Source: an optimization exercise on an open RTL-to-GDS flow (aim: small area). Production flows keep margins and buffers that such runs may drop. At most, simulation tests tie the RTL to the original design; equivalence was not proved.

== build 79 ==
==> flow/design.v (excerpt) <==
module main(in, op, apply, tail, valid, empty, clk, reset);
    input clk, reset, apply;
    input [7:0] in;
    input [2:0] op;
    output [7:0] tail;
    output reg valid;
    output empty;
    reg [7:0] t, f0, f1, f2, f3;
    reg [2:0] sz;
    wire n0  = ~sz[2] & ~sz[0];    
    wire n1  = ~sz[1] &  sz[0];
    wire n2  = ~sz[2] &  sz[1];
    wire n3  =  sz[2] &  sz[0];
    wire n4  =  sz[1] & ~sz[0];
    wire n5  =  sz[2] & ~sz[1];
    wire le1 = ~sz[2] & ~sz[1];
    wire le2 = ~sz[2];
    wire le3 = ~sz[2] |  sz[0];
    wire two =  sz[2] |  sz[1];    
    wire [2:0] sz_up = {sz[1:0], ~sz[2]};
    wire [2:0] sz_dn = {~sz[0], sz[2:1]};
    assign tail = t;
    assign empty = n0;
    wire [7:0] a = f0;                         
    wire [7:0] b = n2 ? t : f1;                
    wire is_add = (op == 3'd2);
    wire is_mul = (op == 3'd3);
    wire is_sub = (op == 3'd4);
    wire is_quo = (op == 3'd5);
    wire is_rem = (op == 3'd6);
    wire is_div = is_quo | is_rem;
    wire [7:0] hz;
    assign hz[0] = 1'b1;
    assign hz[1] = hz[0] & ~a[7];
    assign hz[2] = hz[1] & ~a[6];
    assign hz[3] = hz[2] & ~a[5];
    assign hz[4] = hz[3] & ~a[4];
    assign hz[5] = hz[4] & ~a[3];
    assign hz[6] = hz[5] & ~a[2];
    assign hz[7] = hz[6] & ~a[1];
    wire [7:0] quo;
    wire [0:0] d7_x, d7_y, d7_s, d7_r;
    wire [1:0] d7_c;
    assign d7_x = b[7];
    assign d7_y = ~a[0:0];
    assign d7_c[1] = d7_x[0] | ~a[0];
    assign quo[7] = d7_c[1] & hz[7];
    assign d7_s[0] = 1'b0;   
    assign d7_r[0] = d7_x[0] ^ (quo[7] & a[0]);
    wire [1:0] d6_x, d6_y, d6_s, d6_r;
    wire [2:0] d6_c;
    assign d6_x = {d7_r, b[6]};
    assign d6_y = ~a[1:0];
    assign d6_c[1] = d6_x[0] | ~a[0];
    assign d6_c[2] = (d6_x[1] ^ d6_y[1]) ? d6_c[1] : d6_x[1];
    assign d6_s[1] = 1'b0;   
    assign quo[6] = d6_c[2] & hz[6];
    assign d6_s[0] = 1'b0;   
    assign d6_r[0] = d6_x[0] ^ (quo[6] & a[0]);
  ...
Size: ~570 cells after synthesis, about 44 flip-flops, about 4900 um2 of cells after synthesis.
==> flow/config.mk <==
export PLATFORM = sky130hd
export DESIGN_NAME = main
export DESIGN_NICKNAME = main
export VERILOG_FILES = /design/flow/design.v
export SDC_FILE = /design/flow/constraint.sdc
export NUM_CORES = 4
export LEC_CHECK = 0
export CAP_MARGIN = 20
export CORE_MARGIN = 2
export CORE_UTILIZATION = 40
export SLEW_MARGIN = 20
==> flow/constraint.sdc <==
create_clock -name core_clock -period 15.0 [get_ports {clk}]
set_input_delay 3.0000 -clock core_clock [delete_from_list [all_inputs] [get_ports {clk}]]
set_output_delay 3.0000 -clock core_clock [all_outputs]
set_load 0.01 [all_outputs]
standard.sh (not shown) runs the stock make flow with config.mk's settings and CLKGATE_MAP_FILE= SYNTH_SCRIPT=/design/flow/synth_recipe.tcl, a recipe that flattens the netlist after the stock synthesis.
==> flow/flow/run.sh <==
#!/bin/bash
# The standard layout (standard.sh: ORFS from synthesis to the final layout), with these
# changes, all made through ORFS's own variables:
#  - each port gets a sky130_fd_sc_hd__buf_1 as its buffer (buffer_ports -buffer_cell)
#    instead of the default clkdlybuf4s50_1;
#  - clock tree synthesis builds from clkbuf_4/clkbuf_8 and adds no dummy loads;
#  - after global routing's timing repair, repair_timing -recover_power downsizes gates
#    that have slack to spare (RECOVER_POWER).
# Synthesis is the standard one, unchanged. The make output goes to standard.log in the
# work folder; ORFS's per-step logs stay under orfs/logs/.
set -euo pipefail
bash standard.sh synth > synth.log 2>&1
export BUFFER_PORTS_ARGS="-buffer_cell sky130_fd_sc_hd__buf_1"
export CTS_ARGS="-sink_clustering_enable -repair_clock_nets -dont_use_dummy_load -buf_list {sky130_fd_sc_hd__clkbuf_4 sky130_fd_sc_hd__clkbuf_8}"
export RECOVER_POWER=${RECOVER_POWER_PCT:-100}
bash standard.sh finish > standard.log 2>&1
Modified inputs, build 72 compared to build 79
-- flow/design.v --
<<< build 79, line 22
    assign tail = t;
    assign empty = n0;
    wire [7:0] a = f0;                         
    wire [7:0] b = n2 ? t : f1;                
    wire is_add = (op == 3'd2);
    wire is_mul = (op == 3'd3);
>>> build 72, line 22
    assign tail = t;
    assign empty = n0;
    reg [7:0] a, b;
    always @(*)
        case (1'b1)
            n2: begin a = f3; b = t;  end
            n3: begin a = f2; b = f3; end
            n4: begin a = f1; b = f2; end
            default: begin a = f0; b = f1; end
        endcase
    wire is_add = (op == 3'd2);
    wire is_mul = (op == 3'd3);
<<< build 79, line 308
        end
    always @(posedge clk)
        if (ok) begin
            if (!pop) t <= nv;
            if (push) begin
                if (le1) f0 <= t;
                if (le2) f1 <= t;
                if (le3) f2 <= t;
                f3 <= t;
            end else if (pop) begin
                f0 <= f1;
                f1 <= f2;
                f2 <= f3;
            end else begin
                f0 <= le3 ? t : f2;
                f1 <= n5 ? f3 : t;
                f2 <= t;
                f3 <= t;
            end
        end
endmodule
>>> build 72, line 314
        end
    always @(posedge clk)
        if (ok & ~pop) begin
            t <= nv;
            f0 <= f1;
            f1 <= f2;
            f2 <= f3;
            f3 <= t;
        end
endmodule
Notes after the runs:
Comparing build 72 and build 79, the higher met3 demand-to-capacity share in global routing is on build 72.
Completing all stages was not enough for build 72: its layout failed the final checks because of max-capacitance violations, max-slew violations.
Having completed the whole flow, build 79 delivered a layout that passed the timing, design-rule and antenna checks.
The via count of the first global-routing pass on build 72 is in line with that on build 79.
Sort build 72 and build 79 by worst-case setup slack after placement asc -> top: build 72
Against build 79, build 72 comes in 1.1 points lower on sequential share of layout area.
Between build 72 and build 79, cell count is lower for build 72, build 79 comes in above that.
Build 79 was smaller in final cell area than build 72.
Build 72 vs build 79: count of buffering cells on the critical path with inverters included up in build 72
Build 72: worst hold slack after final layout 23 ps below build 79
Re number of top-level pins: no difference whatsoever between build 79 and build 72.
In the tables for build 72 and build 79, total number of placement rows reads higher with build 79.
Diff build 79 -> build 72 | met3 routed wirelength | up by more than half
As far as count of port buffers added during placement goes, build 72 and build 79 are indistinguishable; the numbers are identical.
No functional check of the RTL was part of build 72.

-- port drivers added, routing unchanged --
No port has a modelled driver above. Below, the same layouts with a new extraction and two added sets of constraints.
Step 1, drivers: a clkbuf_16 drives clk and a buf_2 each remaining input, both assumed.
Step 2, shift: input delay + t, output delay - t, t = (earliest + latest rising clock arrival at the registers) / 2. This alone moves slack from input paths to output paths.
Slacks: ideal / step 1 / step 2; pairs: ideal / step 1.
run	shift t [ns]	slack for setup (ns)	worst setup path at the end	latest minus earliest clock arrival (ns)	slew at the worst register clock pin (ns)
build 79	0.321	0.928 / 0.928 / 0.928	register to register	0.017 / 0.017	0.08 / 0.08
build 72	0.325	0.623 / 0.623 / 0.623	register to register	0.019 / 0.019	0.08 / 0.08
